Source: an optimization exercise on an open RTL-to-GDS flow (aim: small area). Production flows keep margins and buffers that such runs may drop. Function was checked by simulation only, so behaviour that the tests miss may differ from the original.

==> flow/design.v <==
`timescale 1ns / 1ps
module foc_svpwm (
        input clk,
        input rst,
        input [17:0] theta,
        input theta_valid,
        output [47:0] comp1,
        output [47:0] comp2,
        output comp_valid
    );
    wire signed [17:0] th = theta;
    wire qa = th > 18'sd51471;
    wire qb = th < -18'sd51471;
    wire [16:0] z0 = qa ? (17'd102943 - theta[16:0]) : qb ? (-theta[16:0] - 17'd102943) : theta[16:0];
    wire n0 = z0[16];
    wire [15:0] z1 = n0 ? z0[15:0] + 16'd25736 : z0[15:0] - 16'd25736;
    wire n1 = z1[15];
    wire [14:0] z2 = n1 ? z1[14:0] + 15'd15193 : z1[14:0] - 15'd15193;
    reg qA; reg [1:0] pA; reg [14:0] z2A;
    always @(posedge clk) begin qA <= qa | qb; pA <= {n0, n1}; z2A <= z2; end
    wire n2 = z2A[14];
    wire [13:0] z3 = n2 ? z2A[13:0] + 14'd8027 : z2A[13:0] - 14'd8027;
    wire n3 = z3[13];
    wire [12:0] z4 = n3 ? z3[12:0] + 13'd4075 : z3[12:0] - 13'd4075;
    wire n4 = z4[12];
    wire [11:0] z5 = n4 ? z4[11:0] + 12'd2045 : z4[11:0] - 12'd2045;
    reg [16:0] x5t, y5t;
    always @(*) begin
        case ({pA, n2, n3, n4})
            5'd1: begin x5t = 17'd487; y5t = 17'd32743; end
            5'd2: begin x5t = 17'd4528; y5t = 17'd32431; end
            5'd3: begin x5t = 17'd8530; y5t = 17'd31615; end
            5'd4: begin x5t = 17'd12144; y5t = 17'd30410; end
            5'd5: begin x5t = 17'd15836; y5t = 17'd28662; end
            5'd6: begin x5t = 17'd19256; y5t = 17'd26485; end
            5'd7: begin x5t = 17'd22404; y5t = 17'd23883; end
            5'd8: begin x5t = 17'd23883; y5t = 17'd22404; end
            5'd9: begin x5t = 17'd26485; y5t = 17'd19256; end
            5'd10: begin x5t = 17'd28662; y5t = 17'd15836; end
            5'd11: begin x5t = 17'd30410; y5t = 17'd12144; end
            5'd12: begin x5t = 17'd31615; y5t = 17'd8530; end
            5'd13: begin x5t = 17'd32431; y5t = 17'd4528; end
            5'd14: begin x5t = 17'd32743; y5t = 17'd487; end
            5'd17: begin x5t = 17'd32743; y5t = 17'd130585; end
            5'd18: begin x5t = 17'd32433; y5t = 17'd126544; end
            5'd19: begin x5t = 17'd31615; y5t = 17'd122542; end
            5'd20: begin x5t = 17'd30411; y5t = 17'd118927; end
            5'd21: begin x5t = 17'd28661; y5t = 17'd115235; end
            5'd22: begin x5t = 17'd26484; y5t = 17'd111816; end
            5'd23: begin x5t = 17'd23880; y5t = 17'd108670; end
            5'd24: begin x5t = 17'd22405; y5t = 17'd107189; end
            5'd25: begin x5t = 17'd19257; y5t = 17'd104587; end
            5'd26: begin x5t = 17'd15837; y5t = 17'd102410; end
            5'd27: begin x5t = 17'd12145; y5t = 17'd100662; end
            5'd28: begin x5t = 17'd8531; y5t = 17'd99456; end
            5'd29: begin x5t = 17'd4527; y5t = 17'd98640; end
            5'd30: begin x5t = 17'd486; y5t = 17'd98330; end
            default: begin x5t = 17'bx; y5t = 17'bx; end
        endcase
    end
    reg qS0; reg [10:0] bS0; reg [16:0] x5, y5;
    always @(posedge clk) begin qS0 <= qA; bS0 <= {~z5[11], z5[10:1]}; x5 <= x5t; y5 <= y5t; end
    wire u5 = bS0[10];
    wire d5 = ~bS0[10];
    wire [16:0] tx5 = $signed(x5) >>> 5;
    wire [16:0] ty5 = $signed(y5) >>> 5;
    wire [16:0] x6w, y6w;
    rca #(17) ax5 (x5, ~(ty5 ^ {17{d5}}), u5, x6w);
    rca #(17) ay5 (y5, ~(tx5 ^ {17{u5}}), d5, y6w);
    reg qS1; reg [16:0] x6r, y6r; reg [10:0] bS1;
    always @(posedge clk) begin qS1 <= qS0; x6r <= x6w; y6r <= y6w; bS1 <= bS0; end
    wire u6 = bS1[9];
    wire d6 = ~bS1[9];
    wire [16:0] tx6 = $signed(x6r) >>> 6;
    wire [16:0] ty6 = $signed(y6r) >>> 6;
    wire [16:0] x7w, y7w;
    rca #(17) ax6 (x6r, ~(ty6 ^ {17{d6}}), u6, x7w);
    rca #(17) ay6 (y6r, ~(tx6 ^ {17{u6}}), d6, y7w);
    reg qS2; reg [16:0] x7r, y7r; reg [10:0] bS2;
    always @(posedge clk) begin qS2 <= qS1; x7r <= x7w; y7r <= y7w; bS2 <= bS1; end
    wire u7 = bS2[8];
    wire d7 = ~bS2[8];
    wire [16:0] tx7 = $signed(x7r) >>> 7;
    wire [16:0] ty7 = $signed(y7r) >>> 7;
    wire [16:0] x8w, y8w;
    rca #(17) ax7 (x7r, ~(ty7 ^ {17{d7}}), u7, x8w);
    rca #(17) ay7 (y7r, ~(tx7 ^ {17{u7}}), d7, y8w);
    reg qS3; reg [16:0] x8r, y8r; reg [10:0] bS3;
    always @(posedge clk) begin qS3 <= qS2; x8r <= x8w; y8r <= y8w; bS3 <= bS2; end
    wire u8 = bS3[7];
    wire d8 = ~bS3[7];
    wire [16:0] tx8 = $signed(x8r) >>> 8;
    wire [16:0] ty8 = $signed(y8r) >>> 8;
    wire [16:0] x9w, y9w;
    rca #(17) ax8 (x8r, ~(ty8 ^ {17{d8}}), u8, x9w);
    rca #(17) ay8 (y8r, ~(tx8 ^ {17{u8}}), d8, y9w);
    reg qS4; reg [16:0] x9r, y9r; reg [10:0] bS4;
    always @(posedge clk) begin qS4 <= qS3; x9r <= x9w; y9r <= y9w; bS4 <= bS3; end
    wire u9 = bS4[6];
    wire d9 = ~bS4[6];
    wire [16:0] tx9 = $signed(x9r) >>> 9;
    wire [16:0] ty9 = $signed(y9r) >>> 9;
    wire [16:0] x10w, y10w;
    rca #(17) ax9 (x9r, ~(ty9 ^ {17{d9}}), u9, x10w);
    rca #(17) ay9 (y9r, ~(tx9 ^ {17{u9}}), d9, y10w);
    reg qS5; reg [16:0] x10r, y10r; reg [10:0] bS5;
    always @(posedge clk) begin qS5 <= qS4; x10r <= x10w; y10r <= y10w; bS5 <= bS4; end
    wire u10 = bS5[5];
    wire d10 = ~bS5[5];
    wire [16:0] tx10 = $signed(x10r) >>> 10;
    wire [16:0] ty10 = $signed(y10r) >>> 10;
    wire [16:0] x11w, y11w;
    rca #(17) ax10 (x10r, ~(ty10 ^ {17{d10}}), u10, x11w);
    rca #(17) ay10 (y10r, ~(tx10 ^ {17{u10}}), d10, y11w);
    reg qS6; reg [16:0] x11r, y11r; reg [10:0] bS6;
    always @(posedge clk) begin qS6 <= qS5; x11r <= x11w; y11r <= y11w; bS6 <= bS5; end
    wire u11 = bS6[4];
    wire d11 = ~bS6[4];
    wire [16:0] tx11 = $signed(x11r) >>> 11;
    wire [16:0] ty11 = $signed(y11r) >>> 11;
    wire [16:0] x12w, y12w;
    rca #(17) ax11 (x11r, ~(ty11 ^ {17{d11}}), u11, x12w);
    rca #(17) ay11 (y11r, ~(tx11 ^ {17{u11}}), d11, y12w);
    reg qS7; reg [16:0] x12r, y12r; reg [10:0] bS7;
    always @(posedge clk) begin qS7 <= qS6; x12r <= x12w; y12r <= y12w; bS7 <= bS6; end
    wire u12 = bS7[3];
    wire d12 = ~bS7[3];
    wire [16:0] tx12 = $signed(x12r) >>> 12;
    wire [16:0] ty12 = $signed(y12r) >>> 12;
    wire [16:0] x13w, y13w;
    rca #(17) ax12 (x12r, ~(ty12 ^ {17{d12}}), u12, x13w);
    rca #(17) ay12 (y12r, ~(tx12 ^ {17{u12}}), d12, y13w);
    reg qS8; reg [16:0] x13r, y13r; reg [10:0] bS8;
    always @(posedge clk) begin qS8 <= qS7; x13r <= x13w; y13r <= y13w; bS8 <= bS7; end
    wire u13 = bS8[2];
    wire d13 = ~bS8[2];
    wire [16:0] tx13 = $signed(x13r) >>> 13;
    wire [16:0] ty13 = $signed(y13r) >>> 13;
    wire [16:0] x14w, y14w;
    rca #(17) ax13 (x13r, ~(ty13 ^ {17{d13}}), u13, x14w);
    rca #(17) ay13 (y13r, ~(tx13 ^ {17{u13}}), d13, y14w);
    reg qS9; reg [16:0] x14r, y14r; reg [10:0] bS9;
    always @(posedge clk) begin qS9 <= qS8; x14r <= x14w; y14r <= y14w; bS9 <= bS8; end
    wire u14 = bS9[1];
    wire d14 = ~bS9[1];
    wire [16:0] tx14 = $signed(x14r) >>> 14;
    wire [16:0] ty14 = $signed(y14r) >>> 14;
    wire [16:0] x15w, y15w;
    rca #(17) ax14 (x14r, ~(ty14 ^ {17{d14}}), u14, x15w);
    rca #(17) ay14 (y14r, ~(tx14 ^ {17{u14}}), d14, y15w);
    reg qS10; reg [16:0] x15r, y15r; reg [10:0] bS10;
    always @(posedge clk) begin qS10 <= qS9; x15r <= x15w; y15r <= y15w; bS10 <= bS9; end
    wire u15 = bS10[0];
    wire d15 = ~bS10[0];
    wire [16:0] tx15 = $signed(x15r) >>> 15;
    wire [16:0] ty15 = $signed(y15r) >>> 15;
    wire [16:0] x16w, y16w;
    rca #(17) ax15 (x15r, ~(ty15 ^ {17{d15}}), u15, x16w);
    rca #(17) ay15 (y15r, ~(tx15 ^ {17{u15}}), d15, y16w);
    wire x16z = ~|x16w[8:0];
    wire [7:0] cneg;
    rca #(8) acn (~x16w[16:9], 8'd0, x16z, cneg);
    reg [15:0] alS; reg [7:0] beS;
    always @(posedge clk) begin alS <= y16w[16:1]; beS <= qS10 ? cneg : x16w[16:9]; end
    wire [16:0] a = {alS[15], alS};
    wire [17:0] a3;
    rca #(18) aa3 ({a[16], a}, {a, 1'b0}, a[16], a3);
    wire [16:0] g = a3[17:1];
    wire [16:0] b = {{9{beS[7]}}, beS};
    wire [16:0] mt1, mt2, m, m3;
    rca #(17) am1 ({b[8:0], 8'd0}, ~{b[11:0], 5'd0}, 1'b1, mt1);
    rca #(17) am2 (mt1, ~{b[14:0], 2'd0}, 1'b1, mt2);
    rca #(17) am3 (mt2, b, 1'b0, m);
    rca #(17) am4 (m, {m[15:0], 1'b0}, 1'b0, m3);
    reg [16:0] gS, mS, m3S;
    always @(posedge clk) begin gS <= g; mS <= m; m3S <= m3; end
    wire [16:0] s1, s2, gm3, gp3;
    rca #(17) as1 (gS, mS, 1'b0, s1);          
    rca #(17) as2 (gS, ~mS, 1'b1, s2);         
    rca #(17) ag1 (m3S, ~gS, 1'b1, gm3);       
    rca #(17) ag2 (gS, m3S, 1'b0, gp3);        
    wire amid = s2[16] ^ s1[16];
    wire bmid = ~amid & ~(s2[16] ^ mS[16]);
    wire cmid = ~amid & ~bmid;
    reg [16:0] nuS, nvS, swS;
    reg nviS;
    always @(posedge clk) begin
        nuS <= amid ? {gS[15:0], 1'b0} : bmid ? s1 : s2;
        nvS <= amid ? {mS[15:0], 1'b0} : bmid ? gm3 : ~s2;
        nviS <= cmid;
        swS <= amid ? {mS[15:0], 1'b0} : bmid ? s1 : gp3;
    end
    wire [11:0] cu, cv, cw;
    cmul mu (nuS, 1'b0, cu);
    cmul mv (nvS, nviS, cv);
    cmul mw (~swS, 1'b1, cw);
    reg [11:0] cuS, cvS, cwS;
    always @(posedge clk) begin cuS <= cu; cvS <= cv; cwS <= cw; end
    wire [12:0] du, dv, dw;
    rca #(13) adu (13'd4998, ~{1'b0, cuS}, 1'b1, du);
    rca #(13) adv (13'd4998, ~{1'b0, cvS}, 1'b1, dv);
    rca #(13) adw (13'd4998, ~{1'b0, cwS}, 1'b1, dw);
    assign comp1 = {4'd0, cuS, 4'd0, cvS, 4'd0, cwS};
    assign comp2 = {3'd0, du, 3'd0, dv, 3'd0, dw};
    reg [15:0] vS;
    always @(posedge clk or posedge rst)
        if (rst) vS <= 16'd0;
        else vS <= {vS[14:0], theta_valid};
    assign comp_valid = vS[15];
endmodule
module rca #(parameter W = 8) (
        input [W-1:0] a,
        input [W-1:0] b,
        input ci,
        output [W-1:0] s
    );
    wire [W:0] c;
    assign c[0] = ci;
    genvar j;
    generate
        for (j = 0; j < W; j = j + 1) begin : bit_
            assign s[j] = a[j] ^ b[j] ^ c[j];
            assign c[j+1] = (a[j] & b[j]) | (c[j] & (a[j] ^ b[j]));
        end
    endgenerate
endmodule
module cmul (
        input [16:0] w,
        input inc,
        output [11:0] c
    );
    wire [16:0] wo = w ^ 17'h10000;
    wire [26:0] p0 = {wo, 10'd0};
    wire [26:0] p1 = {2'd0, wo, 8'd0};
    wire [26:0] p2 = {5'd0, ~wo, 5'd0};
    wire [26:0] p3 = {10'd0, wo};
    wire [26:0] k = inc ? 27'd89163008 : 27'd89161759;
    wire [26:0] sa = p0 ^ p1 ^ p2;
    wire [26:0] ca = {(p0[25:0] & p1[25:0]) | (p0[25:0] & p2[25:0]) | (p1[25:0] & p2[25:0]), 1'b0};
    wire [26:0] sb = sa ^ ca ^ p3;
    wire [26:0] cb = {(sa[25:0] & ca[25:0]) | (sa[25:0] & p3[25:0]) | (ca[25:0] & p3[25:0]), 1'b0};
    wire [26:0] sc = sb ^ cb ^ k;
    wire [26:0] cc = {(sb[25:0] & cb[25:0]) | (sb[25:0] & k[25:0]) | (cb[25:0] & k[25:0]), 1'b0};
    wire [26:0] t;
    rca #(27) af (sc, cc, 1'b0, t);
    assign c = t[26:15];
endmodule
==> flow/run.sh <==
#!/bin/bash
# synth_recipe.tcl (not shown) runs the flow's synth.tcl, then flattens the netlist and writes it again
# the make line also repeats each setting of config.mk as NAME=value (left out here)
make -C /OpenROAD-flow-scripts/flow DESIGN_CONFIG=/design/flow/config.mk WORK_HOME=/design/flow/orfs CLKGATE_MAP_FILE= SYNTH_SCRIPT=/design/flow/synth_recipe.tcl finish
==> flow/config.mk <==
export PLATFORM = sky130hd
export DESIGN_NAME = foc_svpwm
export DESIGN_NICKNAME = foc_svpwm
export VERILOG_FILES = /design/flow/design.v
export SDC_FILE = /design/flow/constraint.sdc
export NUM_CORES = 4
export LEC_CHECK = 0
export CAP_MARGIN = 20
export CORE_MARGIN = 2
export CORE_UTILIZATION = 70
export CTS_BUF_LIST = sky130_fd_sc_hd__clkbuf_4
export SLEW_MARGIN = 20
==> flow/constraint.sdc <==
create_clock -name core_clock -period 10.0 [get_ports {clk}]
set_input_delay 2.0000 -clock core_clock [delete_from_list [all_inputs] [get_ports {clk}]]
set_output_delay 2.0000 -clock core_clock [all_outputs]
set_load 0.01 [all_outputs]
==> impl_metrics.json, run 1 <==
{
  "status": "complete, no violations",
  "path_cells": "ha_1 > inv_1 > fa_1 > inv_1 > fa_1 > fa_1 > fa_1 > fa_1 > fa_1 > fa_1 > fa_1 > fa_1 > fa_1 > fa_1 > fa_1 > fa_1 > fa_1 > fa_1 > nand2_1 > o21a_1 > clkinv_1 > nand2_1 > o21ai_0 > nor2_1",
  "drt_pass1_iterations": 5,
  "area_delta_synth_final_pct": 10.2,
  "yosysWarnings": 1,
  "finClkSkew_ns": 0.0791,
  "first_global_vias": 24100,
  "fp-row-count": 83,
  "r2r-start": "m3S[0]",
  "finalMaxSlewViolations": 0,
  "grt_max_degree": 56,
  "preCtsSetupSlack_ns": 1.01,
  "cts_root_buffer": "clkbuf_4",
  "critPathRequiredTime_ns": 10.91,
  "endpoint_kind": "flop",
  "die_h_microns": 231,
  "synth.distinct_cells": 95,
  "crit_start": "m3S[0]",
  "cts_resized": 0,
  "gr-usage-all-layers_pct": 28.8,
  "numCtsBuffers": 159,
  "path_class": "flop to flop",
  "dr.first_iter.drc_count": 1128,
  "ys_async_sr_fraction_pct": 2.49,
  "synth_top_area_share_pct": 34.9,
  "via_per_inst": 5.38,
  "crit_path_top_delay_cell": "o21a_1",
  "ys_ff_latch": 643,
  "grt_pass1_wl_mm": 119,
  "critPathArrivalTime_ns": 9.98,
  "start_util_pct": 70.5,
  "clk_pin_slew_ns": 0.07,
  "tightest_slew_ns": 0.942,
  "wire_per_inst_microns": 18.1,
  "synth_ff_type": "dfxtp_1",
  "fp.dieW_microns": 231,
  "clkLatencyLatePin_ns": 1.03,
  "drive_above_1_share_pct": 9.66,
  "vias": 21400,
  "finalCriticalPeriod_ns": 9.07,
  "maxCapViolations": 0,
  "syn_area_sq_mm": 0.0360,
  "ys_top_cells_by_area": "dfxtp_1, fa_1, ha_1, inv_1, xnor2_1",
  "seq_area_frac_synth_pct": 36.0,
  "layout.nets": 4019,
  "rsz0062_at_grt": "no",
  "syn_inst": 2971,
  "dieArea_sq_mm": 0.0533,
  "min_from": "bS4[2]",
  "grt_antenna_before_repair": 2,
  "fmax_mhz": 110,
  "hold_path_class": "flop to flop",
  "postLayoutCellArea_sq_mm": 0.0397,
  "routed_wl_mm": 72.2,
  "synth_top_area_cell": "dfxtp_1",
  "port-buffer-count": 96,
  "maxSlewHeadroom_pct": 37.0,
  "hpwl_mm": 55.8,
  "numClockSinks": 643,
  "core_sq_mm": 0.0511,
  "cts_tree": "done",
  "slowest_delay_ns": 0.77,
  "finalCritPeriodShare_pct": 90.7,
  "postLayoutSetupSlackWorst_ns": 0.932,
  "io_pins": 118,
  "setup_viol": 0,
  "critPathMaxFanout": 26,
  "place_congestion": 0.908,
  "htree_levels": 4,
  "cts_setup_buffers": 0,
  "hold_viol": 0,
  "syn_avg_cell_area_sq_um": 12.1,
  "drc": 0,
  "grt.overflow.total": 0,
  "placed_area_sq_mm": 0.0376,
  "synth_edf_count": 0,
  "critPathMostFrequentCell": "fa_1",
  "start_kind": "flop",
  "drtAntennaViolNets": 0,
  "setup_tns_ns": 0,
  "cts-hold-fix-buffers": 0,
  "clockBufferDepth": 3
}
==> layer usage <==
metal  vias up  wire (microns)  global-route usage (%)
li1      10000               -                       -
met1     10700           28100                    33.4
met2       499           38700                    52.2
met3       176            2900                    5.50
met4         0            2410                    11.7
met5         -               0                       0
==> stage by stage <==
| step | cells | hold slack, ns | util (%) |
|---|---|---|---|
| finish | 3977 | 0.295 | 77.7 |
| global route | 3977 | 0.311 | 77.7 |
| CTS | 3973 | 0.295 | 77.6 |
| detailed placement | 3701 | 0.312 | 73.7 |
| global placement | 3701 | 0.313 | 73.7 |
| floorplan | 2991 | 0.310 | - |
==> worst max-delay path: cells and delay by family, from the launching register on <==
| kind | cells | cell delay (ns) |
|---|---|---|
| adder cells (fa/ha/maj) | 16 | 6.21 |
| AO/OA/AOI/OAI | 2 | 0.90 |
| AND/OR/NAND/NOR | 3 | 0.79 |
| buffers and inverters | 3 | 0.75 |
| flip-flops | 1 | 0.35 |
==> Yosys cell counts, types with 46 or more instances <==
cell type  number
a21oi_1        77
clkbuf_1       55
dfxtp_1       627
fa_1          546
ha_1          270
inv_1         398
nand2_1       101
nor2_1        114
o21ai_0       102
o22ai_1        46
xnor2_1       134
xor2_1        125
==> cell type report <==
type / count / area [sq um]
Fill cell: 3088 / 11400
Tap cell: 680 / 851
Antenna cell: 4 / 10.0
Multi-Input combinational cell: 1852 / 21200
Sequential cell: 643 / 13000
Inverter: 402 / 1510
Timing Repair Buffer: 124 / 1170
Clock buffer: 212 / 1590
Clock inverter: 60 / 414
==> cells by family after synthesis <==
family	count (synthesis)	synth area share, %
adder cells (fa/ha/maj)	817	39.8
AND/OR/NAND/NOR	329	4.21
multiplexers	19	0.594
flip-flops	643	36.0
other	1	0.0104
buffers and inverters	496	5.47
XOR/XNOR	262	6.48
AO/OA/AOI/OAI	404	7.47
==> cell usage in the layout (no fill, tap or decap), types with 13 or more instances in the layout <==
cell,instances
o221ai_1,21
dfrtp_1,16
o211ai_1,16
a31oi_1,20
nand2b_1,16
a21o_1,18
o21a_1,21
buf_4,28
clkdlybuf4s50_1,96
clkbuf_4,212
nor2b_1,13
conb_1,21
o21ai_0,102
clkinv_2,13
a21oi_1,77
nand3_1,18
inv_1,398
ha_1,270
xor2_1,125
dfxtp_1,627
clkinv_1,34
nand2_1,101
xnor2_1,132
nor2_1,114
o22ai_1,46
fa_1,546
nor3_1,20
==> worst paths after layout <==
path,to,slack [ns],cells past startpoint
max in group asynchronous,vS[6],8.24,2
min in group asynchronous,vS[0],1.37,2
setup reg to reg,nuS[15],0.93,24
hold / removal,bS5[2],0.30,0
setup / recovery,nuS[15],0.93,24
hold reg to reg,bS5[2],0.30,0
==> run 2, diff against run 1 <==
--- a/flow/config.mk
+++ b/flow/config.mk
@@ -7,6 +7,5 @@
 export LEC_CHECK = 0
 export CAP_MARGIN = 20
 export CORE_MARGIN = 2
-export CORE_UTILIZATION = 70
-export CTS_BUF_LIST = sky130_fd_sc_hd__clkbuf_4
+export CORE_UTILIZATION = 40
 export SLEW_MARGIN = 20
==> impl_metrics.json, run 2 <==
{
  "numClockSinks": 643,
  "clk_pin_slew_ns": 0.06,
  "synth_top_area_cell": "dfxtp_1",
  "maxCapViolations": 0,
  "r2r-start": "m3S[0]",
  "setup_tns_ns": 0,
  "layout_common_cells": "dfxtp_1, fa_1, inv_1",
  "ys_async_sr_fraction_pct": 2.49,
  "port-buffer-count": 96,
  "critPathArrivalTime_ns": 9.35,
  "routed_wl_mm": 62.3,
  "syn_avg_cell_area_sq_um": 12.1,
  "drive_above_1_share_pct": 6.44,
  "numCtsBuffers": 73,
  "ys_top_cells_by_area": "dfxtp_1, fa_1, ha_1, inv_1, xnor2_1",
  "rsz0062_at_grt": "no",
  "seq_area_frac_synth_pct": 36.0,
  "hold_path_class": "flop to flop",
  "drt_pass1_iterations": 6,
  "synth.distinct_cells": 95,
  "finClkSkew_ns": 0.0162,
  "dr.first_iter.drc_count": 880,
  "min_from": "bS1[6]",
  "cts_setup_buffers": 0,
  "status": "complete, no violations",
  "finalCriticalPeriod_ns": 8.85,
  "io_pins": 118,
  "layout_commonest_cell": "dfxtp_1",
  "endpoint_kind": "flop",
  "core_sq_mm": 0.0896,
  "cts-hold-fix-buffers": 0,
  "grt.overflow.total": 0,
  "syn_inst": 2971,
  "layout.nets": 3934,
  "rr_worst_depth": 22,
  "fmax_mhz": 113,
  "area_delta_synth_final_pct": 13.5,
  "critPathRequiredTime_ns": 10.50,
  "wire_per_inst_microns": 14.4,
  "finalMaxSlewViolations": 0,
  "cts_resized": 0,
  "die_h_microns": 304,
  "place_congestion": 0.876,
  "start_util_pct": 40.2,
  "start_kind": "flop",
  "drtAntennaViolNets": 0,
  "tightest_slew_ns": 0.987,
  "yosysWarnings": 1,
  "htree_levels": 3,
  "whs_path_depth": 0,
  "antennaDiodeCount": 0,
  "syn_area_sq_mm": 0.0360,
  "synth_ff_type": "dfxtp_1",
  "fp-row-count": 110,
  "via_per_inst": 4.65,
  "clkLatencyLatePin_ns": 0.61,
  "critPathMaxFanout": 26,
  "vias": 20100,
  "clockBufferDepth": 3,
  "grt_pass1_wl_mm": 106,
  "path_class": "flop to flop",
  "hpwl_mm": 50.4,
  "synth_top_cells_by_count": "dfxtp_1, fa_1, inv_1",
  "hold_viol": 0,
  "synth_top_area_share_pct": 34.9,
  "gr-usage-all-layers_pct": 14.2,
  "maxSlewHeadroom_pct": 33.8,
  "yosysMostFrequentCell": "dfxtp_1",
  "ys_ff_latch": 643,
  "drc": 0,
  "dieArea_sq_mm": 0.0924,
  "regToRegSetupSlack_ns": 1.15,
  "setup_viol": 0,
  "fp.dieW_microns": 304,
  "placedCellCount": 4198,
  "reg2reg_to": "nvS[2]",
  "cts_root_buffer": "clkbuf_16",
  "grt_max_degree": 56,
  "crit_start": "m3S[0]",
  "first_global_vias": 21400,
  "crit_end": "nvS[2]",
  "cts_tree": "done",
  "layout.cells.non_filler": 4330,
  "grt_antenna_before_repair": 0,
  "synth_edf_count": 0,
  "finalCritPeriodShare_pct": 88.5
}
-- run 2: cell count changes in the layout (fill, tap and decap cells not counted), moves of 4 or more --
cell,delta
clkbuf_4,-212
clkbuf_16,+77
clkinv_1,-31
clkbuf_8,+14
clkbuf_1,+7
diode_2,-4
-- run 2: worst min path at each step --
stage	to	slack [ns]
CTS	bS2[6]	0.32
finish	bS2[6]	0.32
detailed placement	bS1[2]	0.31
global placement	bS1[1]	0.31
global route	bS1[5]	0.33
floorplan	bS10[0]	0.31
-- run 2: per-stage QoR --
step	area, sq um	util (%)	hold slack (ns)	setup WS (ns)
floorplan	36100	-	0.310	2.03
global placement	38300	42.7	0.311	1.32
detailed placement	38300	42.7	0.312	1.20
CTS	40800	45.6	0.323	1.18
global route	40800	45.6	0.329	0.619
finish	40800	45.6	0.321	1.15
-- run 2: per-layer routing --
layer | global-route usage (%) | share of wire, %
met1 | 16.7 | 41
met2 | 26.5 | 53
met3 | 2.20 | 3.5
met4 | 4.15 | 2.3
met5 | 0 | 0
-- run 2: worst max-delay path: stages, from the launching register on --
cell      delay, ns
dfxtp_1        0.33
ha_1           0.20
inv_1          0.10
fa_1           0.18
inv_1          0.05
fa_1           0.40
fa_1           0.39
fa_1           0.39
fa_1           0.40
fa_1           0.39
fa_1           0.39
fa_1           0.40
fa_1           0.39
fa_1           0.40
fa_1           0.39
fa_1           0.40
fa_1           0.39
fa_1           0.39
fa_1           0.74
nand2_1        0.44
o21a_1         0.69
clkinv_1       0.50
a221oi_1       0.41
-- run 2: final cells by class --
class	count	area, sq um
clock buffer	98	2150
sequential	643	13000
tap	1176	1470
fill	8179	48700
timing repair buffer	125	1180
inverter	402	1510
multi-input combinational	1852	21200
clock inverter	34	420
-- run 2: logic make-up (layout without fill, tap and decap cells) --
group / Yosys count / in the layout / share of synthesized area (%)
simple gates: 329 / 329 / 4.21
buf+inv: 496 / 659 / 5.47
other cells: 1 / 21 / 0.0104
fa+ha+maj: 817 / 817 / 39.8
xor+xnor: 262 / 262 / 6.48
mux: 19 / 19 / 0.594
flops: 643 / 643 / 36.0
compound gates: 404 / 404 / 7.47
==> run 3, diff against run 2 <==
--- a/flow/config.mk
+++ b/flow/config.mk
@@ -7,5 +7,6 @@
 export LEC_CHECK = 0
 export CAP_MARGIN = 20
 export CORE_MARGIN = 2
-export CORE_UTILIZATION = 40
+export CORE_UTILIZATION = 60
+export CTS_BUF_LIST = sky130_fd_sc_hd__clkbuf_2 sky130_fd_sc_hd__clkbuf_4 sky130_fd_sc_hd__clkbuf_8
 export SLEW_MARGIN = 20
==> impl_metrics.json, run 3 <==
{
  "status": "complete, no violations",
  "numCtsBuffers": 102,
  "hold_path_class": "flop to flop",
  "grt_max_degree": 56,
  "port-buffer-count": 96,
  "drtAntennaViolNets": 0,
  "cp.depth": 23,
  "gr-usage-all-layers_pct": 22.2,
  "endpoint_kind": "flop",
  "drt_pass1_iterations": 5,
  "postLayoutSetupSlackWorst_ns": 1.47,
  "hold_viol": 0,
  "yosysMostFrequentCell": "dfxtp_1",
  "synth_top_area_cell": "dfxtp_1",
  "layout.nets": 3962,
  "hpwl_mm": 53.4,
  "htree_levels": 3,
  "crit_buf_inv": 4,
  "cts_resized": 0,
  "place_congestion": 0.898,
  "layout.cells.non_filler": 3984,
  "syn_area_sq_mm": 0.0360,
  "critPathMostFrequentCell": "fa_1",
  "synth_top_area_share_pct": 34.9,
  "ys_ff_latch": 643,
  "ys_async_sr_fraction_pct": 2.49,
  "ys_top_cells_by_area": "dfxtp_1, fa_1, ha_1, inv_1, xnor2_1",
  "cts_root_buffer": "clkbuf_8",
  "area_delta_synth_final_pct": 11.5,
  "syn_inst": 2971,
  "dieArea_sq_mm": 0.0620,
  "cts_setup_buffers": 0,
  "layout_commonest_cell": "dfxtp_1",
  "grt.overflow.total": 0,
  "n_fill_cell": 4364,
  "start_util_pct": 60.9,
  "critPathMaxFanout": 26,
  "numClockSinks": 643,
  "slowest_delay_ns": 0.75,
  "grt_antenna_before_repair": 1,
  "finalCritPeriodShare_pct": 85.3,
  "synth_top_cells_by_count": "dfxtp_1, fa_1, inv_1",
  "cts-hold-fix-buffers": 0,
  "setup_tns_ns": 0,
  "fp.dieW_microns": 249,
  "finClkSkew_ns": 0.0622,
  "crit_path_top_delay_cell": "fa_1",
  "finalCriticalPeriod_ns": 8.53,
  "rr_worst_depth": 23,
  "clockBufferDepth": 3,
  "maxSlewHeadroom_pct": 35.1,
  "synth_edf_count": 0,
  "whs_path_depth": 0,
  "syn_avg_cell_area_sq_um": 12.1,
  "placedCellCount": 3794,
  "first_global_vias": 22600,
  "layout_common_cells": "dfxtp_1, fa_1, inv_1",
  "dr.first_iter.drc_count": 808,
  "via_per_inst": 5.12,
  "drc": 0,
  "clkLatencyLatePin_ns": 0.71,
  "clk_pin_slew_ns": 0.06,
  "tightest_slew_ns": 0.967,
  "cts_tree": "done",
  "drive_above_1_share_pct": 8.17,
  "path_class": "flop to flop",
  "crit_family": "adder cells",
  "fp-row-count": 89,
  "start_kind": "flop",
  "critPathArrivalTime_ns": 9.10,
  "maxCapViolations": 0,
  "core_sq_mm": 0.0591,
  "grt_pass1_wl_mm": 111,
  "rsz0062_at_grt": "no",
  "seq_area_frac_synth_pct": 36.0,
  "fmax_mhz": 117,
  "yosysWarnings": 1,
  "critPathRequiredTime_ns": 10.57,
  "finalMaxSlewViolations": 0,
  "setup_viol": 0,
  "synth.distinct_cells": 95,
  "routed_wl_mm": 65.0,
  "vias": 20400,
  "wire_per_inst_microns": 16.3,
  "die_h_microns": 249,
  "path_cells": "ha_1 > inv_1 > fa_1 > inv_1 > fa_1 > fa_1 > fa_1 > fa_1 > fa_1 > fa_1 > fa_1 > fa_1 > fa_1 > fa_1 > fa_1 > fa_1 > fa_1 > fa_1 > nand2_1 > o21a_1 > buf_4 > clkinv_1 > a221oi_1",
  "io_pins": 118,
  "synth_ff_type": "dfxtp_1",
  "preCtsSetupSlack_ns": 1.26
}
[run 3: cell counts after synthesis]
No cell type changed its count.
[run 3: logic make-up after synthesis]
| family | Yosys count | share of synthesized area [%] |
|---|---|---|
| other | 1 | 0.0104 |
| and+or+nand+nor | 329 | 4.21 |
| AOI/OAI and AO/OA | 404 | 7.47 |
| adders and majority gates | 817 | 39.8 |
| xor gates and xnor gates | 262 | 6.48 |
| buffers and inverters | 496 | 5.47 |
| muxes | 19 | 0.594 |
| DFF | 643 | 36.0 |
[run 3: per-layer routing]
layer	wire length, microns	vias to the layer above	global-route usage [%]
met5	0	-	0
met4	1640	0	6.96
met3	1930	123	3.40
met2	33300	315	39.3
met1	28200	10100	28.2
li1	-	9843	-
[run 3: worst paths after layout]
path,slack [ns],startpoint,end
worst max-delay path,1.47,m3S[0],nvS[5]
max in group asynchronous,7.97,rst,vS[8]
min in group asynchronous,1.66,rst,vS[3]
worst min register to register,0.28,bS3[0],bS4[0]
worst max register to register,1.47,m3S[0],nvS[5]
worst min-delay path,0.28,bS3[0],bS4[0]
[run 3: layout make-up]
type	instances	area [sq um]	area share, %
multi-input cells	1852	21200	52.8
flip-flops and latches	643	13000	32.3
clock buffers	148	1870	4.65
inverters	402	1510	3.76
repair buffers	124	1170	2.92
well taps	773	967	2.41
clock inverters	36	482	1.20
diodes	6	15.0	0.0374
[run 3: per-stage QoR]
step | cell area, sq um | utilization (%) | hold slack, ns
4_1_cts | 40100 | 67.9 | 0.262
5_1_grt | 40100 | 67.9 | 0.293
3_5_place_dp | 37800 | 63.9 | 0.312
6_report | 40100 | 67.9 | 0.282
2_1_floorplan | 36100 | - | 0.310
3_3_place_gp | 37800 | 63.9 | 0.312

re-timing with driven ports:
How much do the figures lean on ideal ports? The routed layouts below were timed once more, with nothing changed but the port constraints.
Step 1 (the two cells are an assumption about what drives the block):
set clk [get_ports {clk}]
set_driving_cell -lib_cell sky130_fd_sc_hd__clkbuf_16 $clk
set_driving_cell -lib_cell sky130_fd_sc_hd__buf_2 [delete_from_list [all_inputs] $clk]
Step 2 moves the port delays by t, midway between the first and last clock arrival at a register: inputs arrive t later, outputs are due t later. That takes back most of the time a late clock gives input paths.
a / b / c = no drivers / after step 1 / after step 2; a / b = the first two.
| run | t, ns | setup WS [ns] | hold slack, ns |
|---|---|---|---|
| run 1 | 1.046 | 0.932 / 0.932 / 0.932 | 0.295 / 0.295 / 0.295 |
| run 2 | 0.667 | 1.147 / 1.147 / 1.147 | 0.321 / 0.321 / 0.321 |
| run 3 | 0.731 | 1.472 / 1.472 / 1.185 | 0.282 / 0.282 / 0.282 |
After both steps every run listed still meets setup and hold. The setup slack of run 3, which loses most, moves by 0.000 ns with the drivers and by -0.287 ns with both steps.
